From an optimization exercise on the open Yosys and OpenROAD flow, aimed at small area and a short achievable clock period; shortcuts taken in it are not production practice. RTL that was checked went through simulation tests only; none was proved equivalent to the original. The RTL of run 4 was laid out without a check of its function. Power figures rest on the tool's default switching activity, not on a simulated workload.

File: flow/design.v
module store_buffer
(
    input   logic                       clock,
    input   logic                       reset,
    output  logic                       buffer_empty,
    output  logic                       buffer_full,
    input   logic                       get_oldest,
    output  logic [55:0]                oldest_info,
    input   logic                       push_valid,
    input   logic [55:0]                push_info,
    input   logic [1:0]                 search_valid,
    input   logic [1:0][14:0]           search_tag,
    input   logic                       search_way,
    output  logic [1:0]                 search_rsp_hit_tag,
    output  logic [1:0]                 search_rsp_hit_way,
    output  logic [1:0][55:0]           search_rsp
 );
localparam N = 8;
logic [N-1:0][55:0] info_ff;
logic [N-1:0]       valid_ff;
logic [N-1:0][2:0]  cnt_ff;
logic               pushed_ff;
assign buffer_empty = |valid_ff;
assign buffer_full  = &valid_ff;
function automatic logic ge3(input logic [2:0] a, input logic [2:0] b);
    logic c1, c2;
    c1  = a[0] | ~b[0];
    c2  = (a[1] & ~b[1]) | (a[1] & c1) | (~b[1] & c1);
    ge3 = (a[2] & ~b[2]) | (a[2] & c2) | (~b[2] & c2);
endfunction
logic [N-1:0][N-1:0] up;
always_comb begin
    up = '0;
    for (int i = 0; i < N; i++)
        for (int j = 0; j < N; j++)
            if (j < i)      up[i][j] = ge3(cnt_ff[i], cnt_ff[j]);
            else if (j > i) up[i][j] = !ge3(cnt_ff[j], cnt_ff[i]);
end
logic [N-1:0] old_sel;
always_comb
    for (int i = 0; i < N; i++) begin
        old_sel[i] = 1'b1;
        for (int j = 0; j < N; j++)
            if (j != i) old_sel[i] = old_sel[i] & !up[i][j];
    end
always_comb begin
    oldest_info = '0;
    for (int i = 0; i < N; i++)
        oldest_info = oldest_info | ({56{old_sel[i] & pushed_ff}} & info_ff[i]);
end
logic [1:0][N-1:0] htag, hway, selt, selw, sel;
logic [1:0]        any;
always_comb
    for (int t = 0; t < 2; t++) begin
        for (int k = 0; k < N; k++) begin
            htag[t][k] = search_valid[t] & valid_ff[k] & (info_ff[k][0] == t[0])
                       & (info_ff[k][55:41] == search_tag[t]);
            hway[t][k] = search_valid[t] & valid_ff[k] & (info_ff[k][0] == t[0])
                       & (info_ff[k][35] == search_way);
        end
        search_rsp_hit_tag[t] = |htag[t];
        search_rsp_hit_way[t] = |hway[t];
        any[t] = search_rsp_hit_tag[t] | search_rsp_hit_way[t];
        for (int i = 0; i < N; i++) begin
            selt[t][i] = htag[t][i];
            selw[t][i] = hway[t][i];
            for (int j = 0; j < N; j++)
                if (j != i) begin
                    selt[t][i] = selt[t][i] & !(htag[t][j] & !up[i][j]);
                    selw[t][i] = selw[t][i] & !(hway[t][j] & !up[i][j]);
                end
            sel[t][i] = selt[t][i] | (selw[t][i] & !search_rsp_hit_tag[t]);
        end
    end
always_comb begin
    search_rsp = '0;
    for (int t = 0; t < 2; t++)
        for (int i = 0; i < N; i++)
            search_rsp[t][55:1] = search_rsp[t][55:1] | ({55{sel[t][i]}} & info_ff[i][55:1]);
    search_rsp[0][0] = 1'b0;
    search_rsp[1][0] = any[1];
end
logic [N-1:0] free_oh;
always_comb begin
    free_oh = '0;
    for (int i = N-1; i >= 0; i--)
        if (!valid_ff[i]) free_oh = N'(1) << i;
    if (&valid_ff) free_oh = N'(1);
end
logic [N-1:0] valid_nx;
always_comb
    for (int i = 0; i < N; i++)
        valid_nx[i] = ((valid_ff[i] & !(get_oldest & old_sel[i])) | (push_valid & free_oh[i]))
                    & !sel[0][i] & !sel[1][i];
always @(posedge clock)
    if (reset) valid_ff <= '0;
    else       valid_ff <= valid_nx;
always @(posedge clock)
    if (reset)           pushed_ff <= 1'b0;
    else if (push_valid) pushed_ff <= 1'b1;
generate for (genvar i = 0; i < N; i++) begin : ENTRY
    always @(posedge clock)
        if (push_valid & free_oh[i]) info_ff[i] <= push_info;
    always @(posedge clock)
        if (reset)           cnt_ff[i] <= 3'd7;
        else if (push_valid) cnt_ff[i] <= free_oh[i] ? 3'd0 : cnt_ff[i] + 3'd1;
end
endgenerate
endmodule
File: flow/flow/run.sh
#!/bin/bash
# Standard layout, with small port buffers and a setup target below the period.
set -euo pipefail
MARGIN=$(cat flow/margin.txt)
bash standard.sh 'BUFFER_PORTS_ARGS=-buffer_cell sky130_fd_sc_hd__buf_1' SETUP_SLACK_MARGIN=$MARGIN finish > standard.log 2>&1
File: flow/flow/margin.txt
10
File: flow/standard.sh
#!/bin/bash
# synth_recipe.tcl (not shown) runs the flow's synth.tcl, then flattens the netlist and writes it again
# the make line also repeats each setting of config.mk as NAME=value (left out here)
make -C /OpenROAD-flow-scripts/flow DESIGN_CONFIG=/design/flow/config.mk WORK_HOME=/design/flow/orfs CLKGATE_MAP_FILE= SYNTH_SCRIPT=/design/flow/synth_recipe.tcl "${@:-finish}"
File: flow/config.mk
export PLATFORM = sky130hd
export DESIGN_NAME = store_buffer
export DESIGN_NICKNAME = store_buffer
export VERILOG_FILES = /design/flow/design.v
export SDC_FILE = /design/flow/constraint.sdc
export NUM_CORES = 4
export LEC_CHECK = 0
export CAP_MARGIN = 20
export CORE_MARGIN = 2
export CORE_UTILIZATION = 60
export CTS_BUF_LIST = sky130_fd_sc_hd__clkbuf_8
export CTS_CLUSTER_DIAMETER = 40
export CTS_CLUSTER_SIZE = 15
export PLACE_DENSITY = 0.7
export SLEW_MARGIN = 20
File: flow/constraint.sdc
create_clock -name core_clock -period 22.0 [get_ports {clock}]
set_input_delay 4.4000 -clock core_clock [delete_from_list [all_inputs] [get_ports {clock}]]
set_output_delay 4.4000 -clock core_clock [all_outputs]
set_load 0.01 [all_outputs]
==> impl_metrics.tcl, run 1 <==
set metrics [dict create \
    status "complete, no violations" \
    dpl.hpwl_um 81700 \
    port_buffers 265 \
    synthMuxAreaShare_pct 0 \
    hp-start "cnt_ff[17]" \
    crit_path_frequent_cell "buf_2" \
    synth-compound-area-share_pct 24.0 \
    final_nets 2873 \
    netlist_top_cells_count "a22oi_1 (576), edfxtp_1 (448), nand4_1 (188)" \
    synth_top_family_by_area "compound AO/OA/AOI/OAI gates" \
    highest_layer "met5" \
    peakVddDrop_mv 0.0830 \
    grt_first_pass_wirelength_um 193000 \
    drive_gt1_share_pct 13.4 \
    hold_path.class "flip-flop to flip-flop" \
    drc 0 \
    crit_path_end_kind "primary output" \
    slowest_delay_ns 0.61 \
    synth_area_um2 28300 \
    postRouteAntennaNets 0 \
    syn_to_final_growth_pct 15.5 \
    fillCellCount 3175 \
    ys_types 65 \
    cp.required_ns 17.60 \
    synth-xor-area-share_pct 7.69 \
    slew_violations 0 \
    ys.flop_type "edfxtp_1" \
    clockRootBuffer "clkbuf_8" \
    wl_met3_um 27900 \
    synthAdderAreaFrac_pct 0.424 \
    antenna_found_initial 8 \
    synth_edf_count 448 \
    start_util_pct 60.9 \
    fp.dieH_um 221 \
    maxCapViolCount 0 \
    rows 79 \
    yosys.area.top_type "edfxtp_1" \
    grt-ovfl-total 0 \
    hold_end "cnt_ff[17]" \
    hold_violations 0 \
    postCtsHoldBufs 0 \
    crit_fanout 40 \
    die_area_um2 49000 \
    grt_max_degree 57 \
    slew_headroom_pct 19.1 \
    path_class "input port to primary output" \
    cts_max_level 2 \
    power_mw 2.05 \
    drt-met1-wl_um 43800 \
    netlist.area_leader.share_pct 47.5 \
    hold_depth 1 \
    synth.avg_cell_area_um2 11.1 \
    synthArstFlopShare_pct 0 \
    grt_pass1_vias 27800 \
    firstDrtPassIters 11 \
    synthSimpleGateAreaFrac_pct 14.1 \
    drtIter0Drc 7584 \
    path_clk_slew_ns 0.07 \
    syn-num-nets 2665 \
    clk_latency_ns 0.76 \
    cp.arrival_ns 7.75 \
    seq_area_frac_synth_pct 49.8 \
    cts_tree "done" \
    tns_ns 0 \
    fmax_mhz 82.3 \
    synth_warnings 1 \
    fin_crit_ns 12.15 \
    tightest_slew_ns 1.20 \
    clockBufferDepth 3 \
    die_w_um 221 \
    drt-total-wl_um 139000 \
    cp-start-kind "input port" \
    via_per_inst 8.67 \
    vias 29800 \
    reg2reg_to "valid_ff[1]" \
    gp_congestion 1.08 \
    p_leak_nw 10.2 \
    slowest_stage "and4b_1" \
    cp_cell_sequence "buf_2, xnor2_1, and4b_1, a21boi_1, a2111oi_0, nand3_1, o21ai_4, buf_12, a22oi_1, nand4_1, buf_2" \
    rsz0062_at_grt "yes" \
    power.density_nw_per_um2 62.5 \
    wl_per_cell_um 40.5 \
    min_period_over_period_pct 55.2 \
    worst-r2r-cell-count 9 \
    cts.sinks 481 \
    worst_clock_skew_ns 0.0882 \
    reg2reg_from "cnt_ff[5]" \
    setup-violations-final 0 \
    ios 267 \
    met2_length_um 54700 \
    synthCells 2564 \
    reg2reg_slack_ns 18.14 \
    yosys-top-cells-area "edfxtp_1 (47%), a22oi_1 (15%), xnor2_1 (5.1%), nand4_1 (4.1%), xor2_1 (2.6%)" \
    synth-seq-cells 481 \
    track_usage_pct 53.6 \
    core_area_um2 46600 \
    synth.most_common_cell "a22oi_1" \
    cts-buffers-inserted 57 \
]
## worst max-delay path, delay by kind of cell
family          cells  cell delay (ns)
compound gates      4             0.96
simple gates        3             1.15
xor+xnor            1             0.51
buf+inv             3             0.66
## power by group
part           leakage (nW)  total [mW]  internal (mW)  switching [mW]
sequential             4.34        1.05           1.02          0.0350
combinational          5.15       0.279         0.0772           0.201
clock                 0.656       0.713          0.318           0.396
total                  10.2        2.05           1.41           0.632
## cells in the final DEF (no fill, tap or decap), types with 21 or more instances in the layout
cell / count
nand4_1: 188
xor2_1: 82
buf_1: 225
xnor2_2: 39
nand2b_1: 53
nor2b_1: 46
xnor2_1: 121
nor3_1: 28
o21ai_4: 21
o22ai_1: 48
a22oi_1: 576
edfxtp_1: 448
nand3_1: 80
nand2_1: 57
nor4_1: 40
a21oi_1: 42
clkbuf_8: 58
dfxtp_1: 33
a22o_1: 56
buf_4: 63
buf_12: 22
nor2_1: 42
a221oi_1: 61
## cell type report
cell class	count	area (um^2)	area share (%)
repair buffers	372	2500	7.62
flip-flops and latches	481	14100	43.1
well taps	607	759	2.32
multi-input cells	1846	14000	42.8
inverters	14	52.6	0.160
clock inverters	49	498	1.52
clock buffers	58	798	2.44
diodes	8	20.0	0.0611
## repair_timing
action | in CTS | in global routing
endpoints found under the setup margin | 110 | 110
setup buffers | 31 | 16
pin swaps | 16 | 14
gates resized for setup | 139 | 97
gates cloned | 10 | 9
## logic make-up after synthesis
logic type                 Yosys count
buffers and inverters              242
other                                1
adders and majority gates           10
DFF                                481
and+or+nand+nor                    674
AOI/OAI and AO/OA                  907
xor gates and xnor gates           249
## registers in the layout, summed over array words and instances (netlist names)
| register | count |
|---|---|
| cnt_ff | 24 |
| valid_ff | 8 |
| info_ff | 448 |
| pushed_ff | 1 |
## stage by stage
step | util (%) | setup slack (ns) | hold slack (ns) | cells | cell area (um^2)
2_1_floorplan | - | 10.57 | 0.498 | 2564 | 28300
3_3_place_gp | 63.5 | 8.60 | 0.568 | 3254 | 29600
3_5_place_dp | 63.5 | 8.60 | 0.574 | 3254 | 29600
4_1_cts | 68.5 | 9.98 | 0.593 | 3402 | 31900
5_1_grt | 70.3 | 9.92 | 0.606 | 3433 | 32700
6_report | 70.3 | 9.85 | 0.605 | 3435 | 32700
## worst max-delay path by stage
stage	cells past startpoint	startpoint	endpoint
floorplan	12	search_tag[2]	search_rsp[10]
global placement	11	search_valid[0]	search_rsp[13]
detailed placement	11	search_valid[0]	search_rsp[13]
CTS	11	search_tag[26]	search_rsp[99]
global route	11	search_tag[8]	search_rsp[6]
finish	11	search_way	search_rsp[6]
## per-layer routing
layer	up-vias	track usage, %
met5	-	0
met4	6	30.5
met3	1176	24.6
met2	3828	73.7
met1	13700	69.6
li1	11000	-
==> run 2: changes to the inputs <==
--- a/flow/design.v
+++ b/flow/design.v
@@ -20,7 +20,13 @@
 logic [N-1:0]       valid_ff;
 logic [N-1:0][2:0]  cnt_ff;
-logic               pushed_ff;
 assign buffer_empty = |valid_ff;
 assign buffer_full  = &valid_ff;
+logic [N-1:0] free_oh;
+always_comb begin
+    free_oh = '0;
+    for (int i = N-1; i >= 0; i--)
+        if (!valid_ff[i]) free_oh = N'(1) << i;
+    if (&valid_ff) free_oh = N'(1);
+end
 function automatic logic ge3(input logic [2:0] a, input logic [2:0] b);
     logic c1, c2;
@@ -37,15 +43,19 @@
             else if (j > i) up[i][j] = !ge3(cnt_ff[j], cnt_ff[i]);
 end
-logic [N-1:0] old_sel;
-always_comb
-    for (int i = 0; i < N; i++) begin
-        old_sel[i] = 1'b1;
-        for (int j = 0; j < N; j++)
-            if (j != i) old_sel[i] = old_sel[i] & !up[i][j];
-    end
+logic [N-1:0] old_sel, old_nx, wrap;
+always_comb begin
+    for (int i = 0; i < N; i++)
+        wrap[i] = free_oh[i] | (&cnt_ff[i]);
+    old_nx = '0;
+    for (int i = N-1; i >= 0; i--)
+        if (wrap[i]) old_nx = N'(1) << i;
+end
+always @(posedge clock)
+    if (reset)           old_sel <= '0;
+    else if (push_valid) old_sel <= old_nx;
 always_comb begin
     oldest_info = '0;
     for (int i = 0; i < N; i++)
-        oldest_info = oldest_info | ({56{old_sel[i] & pushed_ff}} & info_ff[i]);
+        oldest_info = oldest_info | ({56{old_sel[i]}} & info_ff[i]);
 end
 logic [1:0][N-1:0] htag, hway, selt, selw, sel;
@@ -81,11 +91,4 @@
     search_rsp[1][0] = any[1];
 end
-logic [N-1:0] free_oh;
-always_comb begin
-    free_oh = '0;
-    for (int i = N-1; i >= 0; i--)
-        if (!valid_ff[i]) free_oh = N'(1) << i;
-    if (&valid_ff) free_oh = N'(1);
-end
 logic [N-1:0] valid_nx;
 always_comb
@@ -96,7 +99,4 @@
     if (reset) valid_ff <= '0;
     else       valid_ff <= valid_nx;
-always @(posedge clock)
-    if (reset)           pushed_ff <= 1'b0;
-    else if (push_valid) pushed_ff <= 1'b1;
 generate for (genvar i = 0; i < N; i++) begin : ENTRY
     always @(posedge clock)
==> impl_metrics.tcl, run 2 <==
set metrics [dict create \
    peakVddDrop_mv 0.0865 \
    slew_headroom_pct 17.1 \
    cp.required_ns 17.60 \
    track_usage_pct 50.9 \
    clk_latency_ns 0.68 \
    gp_congestion 1.08 \
    ys_types 62 \
    reg2reg_slack_ns 18.52 \
    rows 79 \
    synth_area_um2 28400 \
    worst_clock_skew_ns 0.0264 \
    timing.final.ws_setup_ns 9.90 \
    vias 28800 \
    synth-seq-cells 488 \
    antenna_found_initial 17 \
    status "complete, no violations" \
    cts_tree "done" \
    reg.largest.list "info_ff (448), cnt_ff (24)" \
    cts_max_level 3 \
    whs_ns 0.655 \
    mostFrequentLayoutCells "a22oi_1 (708), edfxtp_1 (448), nand4_1 (254)" \
    ys.flop_type "edfxtp_1" \
    cp-start-kind "input port" \
    synth_warnings 1 \
    synth_edf_count 448 \
    wl_per_cell_um 38.1 \
    slowest_delay_ns 0.51 \
    path_clk_slew_ns 0.07 \
    hold_depth 2 \
    hold_violations 0 \
    cp.arrival_ns 7.70 \
    power_mw 2.13 \
    path_class "input port to primary output" \
    tightest_slew_ns 1.24 \
    postRouteAntennaNets 0 \
    cts-buffers-inserted 70 \
    fp.dieH_um 222 \
    largest_reg_flops 448 \
    seq_area_frac_synth_pct 50.2 \
    final_common_cell "a22oi_1" \
    drt-total-wl_um 131000 \
    grt_max_degree 59 \
    synth.avg_cell_area_um2 11.1 \
    syn_to_final_growth_pct 13.5 \
    synthArstFlopShare_pct 0 \
    grt_first_pass_wirelength_um 184000 \
    worst-r2r-cell-count 8 \
    grt-ovfl-total 0 \
    synthCells 2557 \
    hold_path.class "flip-flop to flip-flop" \
    start_util_pct 60.9 \
    clockBufferDepth 3 \
    firstDrtPassIters 22 \
    port_buffers 265 \
    drc 0 \
    setup-violations-final 0 \
    p_leak_nw 9.65 \
    cp.depth 11 \
    netlist_top_cells_count "a22oi_1 (708), edfxtp_1 (448), nand4_1 (254)" \
    synth.most_common_cell "a22oi_1" \
    die_w_um 222 \
    clockRootBuffer "clkbuf_8" \
    ios 267 \
    yosys.area.top_type "edfxtp_1" \
    grt_pass1_vias 27800 \
    max_flop_register "info_ff" \
    hold_end "valid_ff[2]" \
    cp_top_family "simple AND/OR/NAND/NOR gates" \
    maxCapViolCount 0 \
    dpl.hpwl_um 74200 \
    multi_input_area_um2 13600 \
    netlist.area_leader.share_pct 47.3 \
    yosys-top-cells-area "edfxtp_1 (47%), a22oi_1 (19%), xnor2_1 (5.7%), nand4_1 (5.6%), dfxtp_1 (2.8%)" \
    final_nets 2862 \
    power.density_nw_per_um2 65.9 \
    syn-num-nets 2666 \
    crit_path_end_kind "primary output" \
    slowest_stage "o21ai_4" \
    drtIter0Drc 6406 \
    slew_violations 0 \
    critical_path_buf_inv_count 3 \
    place_ws_ns 8.81 \
    die_area_um2 49100 \
    min_period_over_period_pct 55.0 \
    fillCellCount 3411 \
    drive_gt1_share_pct 12.2 \
    tns_ns 0 \
    hp-start "valid_ff[2]" \
    reg2reg_to "valid_ff[2]" \
    crit_fanout 34 \
    reg2reg_from "cnt_ff[8]" \
    rsz0062_at_grt "yes" \
    cp_cell_sequence "clkbuf_2, nand3b_1, or2_2, a31oi_1, o221a_2, nand3_1, o21ai_4, buf_6, a22oi_1, nand4_1, buf_1" \
    seqCellArea_um2 14300 \
    fin_crit_ns 12.10 \
    via_per_inst 8.40 \
    core_area_um2 46700 \
    fin_util_pct 69.2 \
    fmax_mhz 82.6 \
    cts.sinks 488 \
]
run 2: cell types whose count changed in the layout (fill, tap and decap cells not counted), moves of 18 or more:
cell	before	now
a22oi_1	576	708
nand4_1	188	254
nand3_1	80	17
a221oi_1	61	6
a22o_1	56	2
nand2_1	57	88
xnor2_1	121	152
o221ai_1	5	33
buf_4	63	44
o22ai_1	48	30
xor2_1	82	64
run 2: worst reg2reg max path, cell delays in order (launching register included):
cell and delay, ns:
dfxtp_1 0.55, clkinv_1 0.42, o221ai_1 0.52, a21oi_1 0.13, a2111oi_1 0.52, o2111ai_1 0.27, o21ai_4 0.48, buf_16 0.34
nor4_1 0.11
run 2: stage by stage:
stage / cells / area [um^2]
final: 3431 / 32300
after global routing: 3424 / 32300
after CTS: 3409 / 31800
after detailed placement: 3255 / 29600
after global placement: 3255 / 29600
after floorplan: 2557 / 28400
run 2: layer usage:
| metal | vias to the layer above | global-route usage, % | share of wire, % | wire length (um) |
|---|---|---|---|---|
| li1 | 11000 | - | - | - |
| met1 | 13500 | 63.0 | 32 | 41400 |
| met2 | 3354 | 71.3 | 40 | 52300 |
| met3 | 1024 | 24.4 | 19 | 25400 |
| met4 | 14 | 32.5 | 8.9 | 11600 |
| met5 | - | 0 | 0.11 | 142 |
run 2: worst max-delay path by stage:
stage / from / endpoint / slack (ns)
after floorplan: search_tag[16] / search_rsp[109] / 10.80
after global routing: search_tag[17] / search_rsp[99] / 9.96
final: search_valid[0] / search_rsp[38] / 9.90
after detailed placement: search_tag[24] / search_rsp[93] / 8.81
after CTS: search_tag[20] / search_rsp[97] / 10.02
after global placement: search_tag[18] / search_rsp[93] / 8.86
run 2: report_power, final:
part | leakage, nW | total, mW | switching [mW] | internal (mW)
clock network | 0.787 | 0.809 | 0.419 | 0.390
registers | 4.40 | 1.06 | 0.0314 | 1.03
logic | 4.45 | 0.256 | 0.180 | 0.0757
run 2: layout make-up:
class / count / area share [%]
flip-flops and latches: 488 / 44.2
multi-input cells: 1834 / 42.2
repair buffers: 337 / 6.02
clock buffers: 71 / 3.03
well taps: 607 / 2.35
clock inverters: 59 / 1.82
inverters: 22 / 0.256
diodes: 13 / 0.101
run 2: cells by family (layout without fill, tap and decap cells):
group | after synthesis | after routing | synth area share, %
simple gates | 646 | 646 | 13.4
xor+xnor | 249 | 249 | 7.67
buf+inv | 239 | 489 | 4.17
fa+ha+maj | 24 | 24 | 0.986
other cells | 1 | 14 | 0.0132
compound gates | 910 | 914 | 23.6
flops | 488 | 488 | 50.2
run 2: what timing repair did:
item | 4_1_cts | 5_1_grt
cloned | 8 | 6
endpoints found under the setup margin | 111 | 110
hold buffers | 0 | 0
gates resized for setup | 100 | 51
buffers inserted | 16 | 3
pin swaps | 10 | 3
==> run 3: changes to the inputs <==
==> flow/run.sh (new file) <==
#!/bin/bash
# synth_recipe.tcl (not shown) runs the flow's synth.tcl, then flattens the netlist and writes it again
# the make line also repeats each setting of config.mk as NAME=value (left out here)
make -C /OpenROAD-flow-scripts/flow DESIGN_CONFIG=/design/flow/config.mk WORK_HOME=/design/flow/orfs CLKGATE_MAP_FILE= SYNTH_SCRIPT=/design/flow/synth_recipe.tcl finish
--- a/flow/config.mk
+++ b/flow/config.mk
@@ -13,3 +13,4 @@
 export CTS_CLUSTER_SIZE = 15
 export PLACE_DENSITY = 0.7
+export SETUP_SLACK_MARGIN = 5
 export SLEW_MARGIN = 20
removed: flow/flow/run.sh
removed: flow/flow/margin.txt
removed: flow/standard.sh
==> impl_metrics.tcl, run 3 <==
set metrics [dict create \
    hold_violations 0 \
    clockBufferDepth 3 \
    track_usage_pct 53.3 \
    cts-buffers-inserted 57 \
    die_area_um2 49100 \
    drt-total-wl_um 136000 \
    syn_to_final_growth_pct 14.5 \
    reg2reg_slack_ns 17.76 \
    netlist_top_cells_count "a22oi_1 (708), edfxtp_1 (448), nand4_1 (254)" \
    hold_path.class "flip-flop to flip-flop" \
    synth_area_um2 28400 \
    cp-start-kind "input port" \
    ios 267 \
    crit_fanout 56 \
    start_util_pct 60.9 \
    rows 79 \
    tns_ns 0 \
    seq_area_frac_synth_pct 50.2 \
    status "complete, no violations" \
    fp.dieH_um 222 \
    drive_gt1_share_pct 7.12 \
    final_nets 2819 \
    cts_max_level 2 \
    antenna_found_initial 6 \
    cp_cell_sequence "clkdlybuf4s50_1, xor2_1, nor4_1, and4_1, a21boi_0, nand4_1, o21ai_4, buf_4, a22oi_1, nand4_1, clkdlybuf4s50_1" \
    clockRootBuffer "clkbuf_8" \
    slowest_stage "nor4_1" \
    grt_max_degree 59 \
    critical_path_buf_inv_count 3 \
    cts.sinks 488 \
    synth.most_common_cell "a22oi_1" \
    mostFrequentLayoutCells "a22oi_1 (708), edfxtp_1 (448), clkdlybuf4s50_1 (265)" \
    grt_pass1_vias 28500 \
    dpl.hpwl_um 80800 \
    slowest_delay_ns 1.00 \
    grt_first_pass_wirelength_um 194000 \
    grt-ovfl-total 0 \
    postCtsHoldBufs 0 \
    cp.required_ns 17.60 \
    synthCells 2557 \
    syn-num-nets 2666 \
    maxCapViolCount 0 \
    final_common_cell "a22oi_1" \
    port_buffers 265 \
    reg.largest.list "info_ff (448), cnt_ff (24)" \
    cp_top_family "buffers and inverters" \
    crit_path_end_kind "primary output" \
    max_flop_register "info_ff" \
    fin_crit_ns 14.24 \
    firstDrtPassIters 22 \
    synth-seq-cells 488 \
    largest_reg_flops 448 \
    die_w_um 222 \
    synth_warnings 1 \
    gp_congestion 1.08 \
    vias 29700 \
    wl_per_cell_um 40.4 \
    cts_tree "done" \
    slew_violations 0 \
    postRouteAntennaNets 0 \
    cp.arrival_ns 9.84 \
    path_class "input port to primary output" \
    path_clk_slew_ns 0.10 \
    synth.avg_cell_area_um2 11.1 \
    synthArstFlopShare_pct 0 \
    ys.flop_type "edfxtp_1" \
    drc 0 \
    yosys-top-cells-area "edfxtp_1 (47%), a22oi_1 (19%), xnor2_1 (5.7%), nand4_1 (5.6%), dfxtp_1 (2.8%)" \
    ys_types 62 \
    final_cell_count_no_fill 3367 \
    synth_edf_count 448 \
    clk_latency_ns 0.72 \
    drtIter0Drc 7943 \
    cts_resized 0 \
    peakVddDrop_mv 0.0941 \
    p_leak_nw 9.60 \
    setup-violations-final 0 \
    via_per_inst 8.83 \
    yosys.area.top_type "edfxtp_1" \
    dpl.cell_count 3257 \
    slew_headroom_pct 17.6 \
    core_area_um2 46700 \
    rsz0062_at_grt "no" \
    min_period_over_period_pct 64.7 \
    postCtsSetupRepairBufs 0 \
    worst_clock_skew_ns 0.0363 \
    fmax_mhz 70.2 \
    power.density_nw_per_um2 63.0 \
    tightest_slew_ns 1.24 \
    netlist.area_leader.share_pct 47.3 \
]
## run 3: layout make-up
cell class	count	area [um^2]
clock buffers	57	785
flip-flops and latches	488	14300
fillers	2968	14100
repair buffers	311	3000
well taps	607	759
multi-input cells	1830	13200
inverters	22	82.6
clock inverters	46	442
diodes	6	15.0
## run 3: cells by family (layout without fill, tap and decap cells)
kind of cell | after synthesis | in the layout | share of synthesized area [%]
AOI/OAI and AO/OA | 910 | 910 | 23.6
xor gates and xnor gates | 249 | 249 | 7.67
adders and majority gates | 24 | 24 | 0.986
buffers and inverters | 239 | 436 | 4.17
DFF | 488 | 488 | 50.2
other | 1 | 7 | 0.0132
and+or+nand+nor | 646 | 646 | 13.4
## run 3: final timing paths
path,from,to,cells after the start
setup / recovery,search_tag[10],search_rsp[16],11
hold / removal,old_sel[5],old_sel[5],2
setup reg to reg,info_ff[51],valid_ff[4],8
hold reg to reg,old_sel[5],old_sel[5],2
## run 3: metal layers
layer  GRT usage, %  routed length (um)  part of all wire (%)
met5              0                  94                 0.069
met3           25.6               27000                    20
met4           35.5               13100                   9.7
met1           65.9               41600                    31
met2           74.1               54000                    40
## run 3: worst min-delay path, cell delays in order, from the launching register on
cell and delay, ns:
dfxtp_2 0.42, nand2_1 0.10, a21oi_1 0.06
## run 3: stage by stage
step	power, mW	worst slack, ns	cell area, um^2	utilization, %	hold slack (ns)
after floorplan	1.21	10.80	28400	-	0.537
after global placement	1.35	8.24	31300	67.1	0.547
after detailed placement	1.35	8.17	31300	67.1	0.557
after CTS	2.01	8.12	32500	69.7	0.584
after global routing	2.07	7.91	32500	69.7	0.609
final	2.05	7.76	32500	69.8	0.613
## run 3: power by group
part           leakage [nW]  switching (mW)  internal [mW]  total, mW
Sequential             4.40          0.0350           1.03       1.07
Combinational          4.56           0.187          0.101      0.288
Clock                 0.629           0.396          0.300      0.696
Total                  9.60           0.618           1.43       2.05
==> run 4: changes to the inputs <==
--- a/flow/design.v
+++ b/flow/design.v
@@ -20,19 +20,7 @@
 logic [N-1:0]       valid_ff;
 logic [N-1:0][2:0]  cnt_ff;
+logic               pushed_ff;
 assign buffer_empty = |valid_ff;
 assign buffer_full  = &valid_ff;
-logic [N-1:0] free_oh;
-always_comb begin
-    free_oh = '0;
-    for (int i = N-1; i >= 0; i--)
-        if (!valid_ff[i]) free_oh = N'(1) << i;
-    if (&valid_ff) free_oh = N'(1);
-end
-function automatic logic ge3(input logic [2:0] a, input logic [2:0] b);
-    logic c1, c2;
-    c1  = a[0] | ~b[0];
-    c2  = (a[1] & ~b[1]) | (a[1] & c1) | (~b[1] & c1);
-    ge3 = (a[2] & ~b[2]) | (a[2] & c2) | (~b[2] & c2);
-endfunction
 logic [N-1:0][N-1:0] up;
 always_comb begin
@@ -40,24 +28,20 @@
     for (int i = 0; i < N; i++)
         for (int j = 0; j < N; j++)
-            if (j < i)      up[i][j] = ge3(cnt_ff[i], cnt_ff[j]);
-            else if (j > i) up[i][j] = !ge3(cnt_ff[j], cnt_ff[i]);
+            if (j < i)      up[i][j] = (cnt_ff[i] >= cnt_ff[j]);
+            else if (j > i) up[i][j] = !(cnt_ff[j] >= cnt_ff[i]);
 end
-logic [N-1:0] old_sel, old_nx, wrap;
-always_comb begin
-    for (int i = 0; i < N; i++)
-        wrap[i] = free_oh[i] | (&cnt_ff[i]);
-    old_nx = '0;
-    for (int i = N-1; i >= 0; i--)
-        if (wrap[i]) old_nx = N'(1) << i;
-end
-always @(posedge clock)
-    if (reset)           old_sel <= '0;
-    else if (push_valid) old_sel <= old_nx;
+logic [N-1:0] old_sel;
+always_comb
+    for (int i = 0; i < N; i++) begin
+        old_sel[i] = 1'b1;
+        for (int j = 0; j < N; j++)
+            if (j != i) old_sel[i] = old_sel[i] & !up[i][j];
+    end
 always_comb begin
     oldest_info = '0;
     for (int i = 0; i < N; i++)
-        oldest_info = oldest_info | ({56{old_sel[i]}} & info_ff[i]);
+        oldest_info = oldest_info | ({56{old_sel[i] & pushed_ff}} & info_ff[i]);
 end
-logic [1:0][N-1:0] htag, hway, selt, selw, sel;
+logic [1:0][N-1:0] htag, hway, hsel, sel;
 logic [1:0]        any;
 always_comb
@@ -71,14 +55,10 @@
         search_rsp_hit_tag[t] = |htag[t];
         search_rsp_hit_way[t] = |hway[t];
-        any[t] = search_rsp_hit_tag[t] | search_rsp_hit_way[t];
+        any[t]  = search_rsp_hit_tag[t] | search_rsp_hit_way[t];
+        hsel[t] = search_rsp_hit_tag[t] ? htag[t] : hway[t];
         for (int i = 0; i < N; i++) begin
-            selt[t][i] = htag[t][i];
-            selw[t][i] = hway[t][i];
+            sel[t][i] = hsel[t][i];
             for (int j = 0; j < N; j++)
-                if (j != i) begin
-                    selt[t][i] = selt[t][i] & !(htag[t][j] & !up[i][j]);
-                    selw[t][i] = selw[t][i] & !(hway[t][j] & !up[i][j]);
-                end
-            sel[t][i] = selt[t][i] | (selw[t][i] & !search_rsp_hit_tag[t]);
+                if (j != i) sel[t][i] = sel[t][i] & (!hsel[t][j] | up[i][j]);
         end
     end
@@ -91,4 +71,11 @@
     search_rsp[1][0] = any[1];
 end
+logic [N-1:0] free_oh;
+always_comb begin
+    free_oh = '0;
+    for (int i = N-1; i >= 0; i--)
+        if (!valid_ff[i]) free_oh = N'(1) << i;
+    if (&valid_ff) free_oh = N'(1);
+end
 logic [N-1:0] valid_nx;
 always_comb
@@ -99,4 +86,7 @@
     if (reset) valid_ff <= '0;
     else       valid_ff <= valid_nx;
+always @(posedge clock)
+    if (reset)           pushed_ff <= 1'b0;
+    else if (push_valid) pushed_ff <= 1'b1;
 generate for (genvar i = 0; i < N; i++) begin : ENTRY
     always @(posedge clock)
==> flow/config.mk (replaced) <==
export PLATFORM = sky130hd
export DESIGN_NAME = store_buffer
export DESIGN_NICKNAME = store_buffer
export VERILOG_FILES = /design/flow/design.v
export SDC_FILE = /design/flow/constraint.sdc
export NUM_CORES = 4
export LEC_CHECK = 0
export CAP_MARGIN = 20
export CORE_MARGIN = 2
export CORE_UTILIZATION = 30
export PLACE_DENSITY = 0.5
export SLEW_MARGIN = 20
==> impl_metrics.tcl, run 4 <==
set metrics [dict create \
    synth-seq-cells 481 \
    syn_to_final_growth_pct 19.1 \
    synth_warnings 1 \
    drc 0 \
    cts.sinks 481 \
    cts-buffers-inserted 53 \
    synthCells 2633 \
    tightest_slew_ns 1.22 \
    grt_first_pass_wirelength_um 209000 \
    netlist.area_leader.share_pct 45.8 \
    p_leak_nw 11.4 \
    die_w_um 317 \
    cp.required_ns 17.60 \
    firstDrtPassIters 10 \
    status "complete, no violations" \
    peakVddDrop_mv 0.0538 \
    power.density_nw_per_um2 64.9 \
    slew_headroom_pct 18.8 \
    hold_end "cnt_ff[21]" \
    fmax_mhz 66.9 \
    dpl.hpwl_um 98200 \
    fin_crit_ns 14.95 \
    postCtsSetupRepairBufs 0 \
    ys.flop_type "edfxtp_1" \
    rows 114 \
    path_clk_slew_ns 0.06 \
    hold_path.class "flip-flop to flip-flop" \
    timing.final.ws_setup_ns 7.05 \
    dpl.cell_count 4033 \
    drive_gt1_share_pct 6.83 \
    multi_input_area_um2 14100 \
    antenna_found_initial 19 \
    final_common_cell "edfxtp_1" \
    worst_clock_skew_ns 0.0283 \
    synth_edf_count 448 \
    largest_reg_flops 448 \
    vias 28000 \
    hp-start "cnt_ff[21]" \
    postRouteAntennaNets 0 \
    die_area_um2 100000 \
    grt_pass1_vias 27400 \
    grt_max_degree 57 \
    rsz0062_at_grt "no" \
    whs_ns 0.502 \
    min_period_over_period_pct 68.0 \
    ios 267 \
    wl_per_cell_um 36.9 \
    reg2reg_to "valid_ff[1]" \
    synthArstFlopShare_pct 0 \
    fp.dieH_um 317 \
    cts_tree "done" \
    slew_violations 0 \
    crit_fanout 51 \
    final_nets 2997 \
    reg2reg_slack_ns 17.02 \
    maxCapViolCount 0 \
    synth_area_um2 29400 \
    clk_latency_ns 0.63 \
    start_util_pct 30.3 \
    cp.arrival_ns 10.55 \
    port_buffers 265 \
    cp-start-kind "input port" \
    reg.largest.list "info_ff (448), cnt_ff (24), valid_ff (8)" \
    setup-violations-final 0 \
    power_mw 2.27 \
    yosys.area.top_type "edfxtp_1" \
    place_ws_ns 7.33 \
    ys_types 77 \
    syn-num-nets 2818 \
    setup.worst_path.start "search_tag[1]" \
    gp_congestion 1.00 \
    core_area_um2 96900 \
    reg2reg_from "info_ff[323]" \
    grt-ovfl-total 0 \
    tns_ns 0 \
    seqCellArea_um2 14100 \
    drtIter0Drc 4962 \
    seq_area_frac_synth_pct 48.0 \
    hold_depth 2 \
    track_usage_pct 29.2 \
    synth.avg_cell_area_um2 11.2 \
    drt-total-wl_um 153000 \
    netlist_top_cells_count "edfxtp_1 (448), a22oi_1 (288), nand2_1 (128)" \
    yosys-top-cells-area "edfxtp_1 (46%), a22oi_1 (7.4%), ha_1 (3.9%), xnor2_1 (3.8%), xor2_1 (3.7%)" \
    worst-r2r-cell-count 10 \
    crit_path_end_kind "primary output" \
    fillCellCount 9302 \
    cts_max_level 2 \
    path_class "input port to primary output" \
    max_flop_register "info_ff" \
    cts_resized 0 \
    hold_violations 0 \
    clockBufferDepth 3 \
    synth.most_common_cell "edfxtp_1" \
    final_cell_count_no_fill 4136 \
    via_per_inst 6.77 \
    mostFrequentLayoutCells "edfxtp_1 (448), a22oi_1 (288), clkdlybuf4s50_1 (265)" \
    clockRootBuffer "clkbuf_16" \
    postCtsHoldBufs 0 \
]
==> run 4: cell count changes in the layout (fill, tap and decap cells not counted), sizes merged, moves of 76 or more <==
cell and delta:
a22oi -420, ha +76, a222oi +92, nand3 +93
a22o +91, nand4 -149, a221oi +107
==> run 4: per-layer routing <==
layer	GRT usage [%]	wire [um]	vias up
li1	-	-	11300
met1	37.7	58600	13800
met2	44.5	66700	2408
met3	8.77	19400	523
met4	14.1	7740	16
met5	0	111	-
==> run 4: stage by stage <==
step / util (%) / instance area, um^2
4_1_cts: 36.1 / 35000
3_5_place_dp: 34.3 / 33200
6_report: 36.1 / 35000
3_3_place_gp: 34.3 / 33200
2_1_floorplan: - / 29400
5_1_grt: 36.1 / 35000
==> run 4: layout make-up <==
type                       count  area share (%)
clock buffer                  61            3.88
tap                         1276            4.56
inverter                      88           0.948
timing repair buffer         324            8.85
multi-input combinational   1864            40.3
antenna                        7          0.0501
clock inverter                35            1.05
sequential                   481            40.3
==> run 4: critical path, cell delays in order <==
cell and delay, ns:
clkdlybuf4s50_1 0.91, xnor2_1 0.19, nand4_1 0.24, nor4_2 0.90
nor2_1 0.28, nand3_1 0.38, o22ai_1 0.13, or3_1 0.40
nor4_4 0.47, buf_4 0.92, a22oi_1 0.21, o2111ai_1 0.39
clkdlybuf4s50_1 0.67
==> run 4: worst max-delay path by stage <==
| stage | depth (start not counted) | endpoint |
|---|---|---|
| floorplan | 12 | search_rsp[15] |
| global placement | 13 | search_rsp[35] |
| detailed placement | 13 | search_rsp[35] |
| CTS | 13 | search_rsp[35] |
| global route | 13 | search_rsp[35] |
| finish | 13 | search_rsp[35] |
==> run 4: logic make-up (layout without fill, tap and decap cells) <==
kind of cell               Yosys count  in the layout  synth area share (%)
adders and majority gates           92             92                  3.92
xor gates and xnor gates           251            251                  7.48
AOI/OAI and AO/OA                  870            870                  23.7
and+or+nand+nor                    650            650                  12.4
buffers and inverters              288            508                  4.44
other                                1              8                0.0128
DFF                                481            481                  48.0
==> run 4: power by group <==
part           total [mW]  switching [mW]  internal, mW
combinational       0.328           0.220         0.108
clock               0.892           0.387         0.505
sequential           1.05          0.0285          1.02
total                2.27           0.635          1.63

what the ideal ports hide:
The flow's constraints put no driver on any port. The routed layouts listed below were extracted and timed again, unchanged, in two steps.
Step 1, drivers: a clkbuf_16 drives clock and a buf_2 each remaining input, both assumed.
Step 2 times the ports against the registers' clock, not the clock port: input delays grow and output delays shrink by t, the midpoint of the rising clock arrivals with the driver on.
a / b / c = ideal / step 1 / step 2; a / b = the first two.
run	t, ns	slack for setup (ns)	hold slack, ns	worst register clock-pin slew, ns	worst data-port slew with drivers (ns)
run 1	0.779	9.847 / 9.760 / 9.760	0.605 / 0.605 / 0.605	0.10 / 0.10	0.14
run 2	0.738	9.897 / 9.755 / 9.755	0.655 / 0.655 / 0.655	0.09 / 0.09	0.17
run 3	0.753	7.756 / 7.732 / 7.732	0.613 / 0.613 / 0.613	0.11 / 0.11	0.14
run 4	0.682	7.047 / 7.020 / 7.020	0.502 / 0.502 / 0.502	0.07 / 0.07	0.13
After both steps setup and hold are still met in every run listed. For run 2, which loses most, drivers alone change the setup slack by -0.142 ns; drivers and shift together by -0.142 ns.
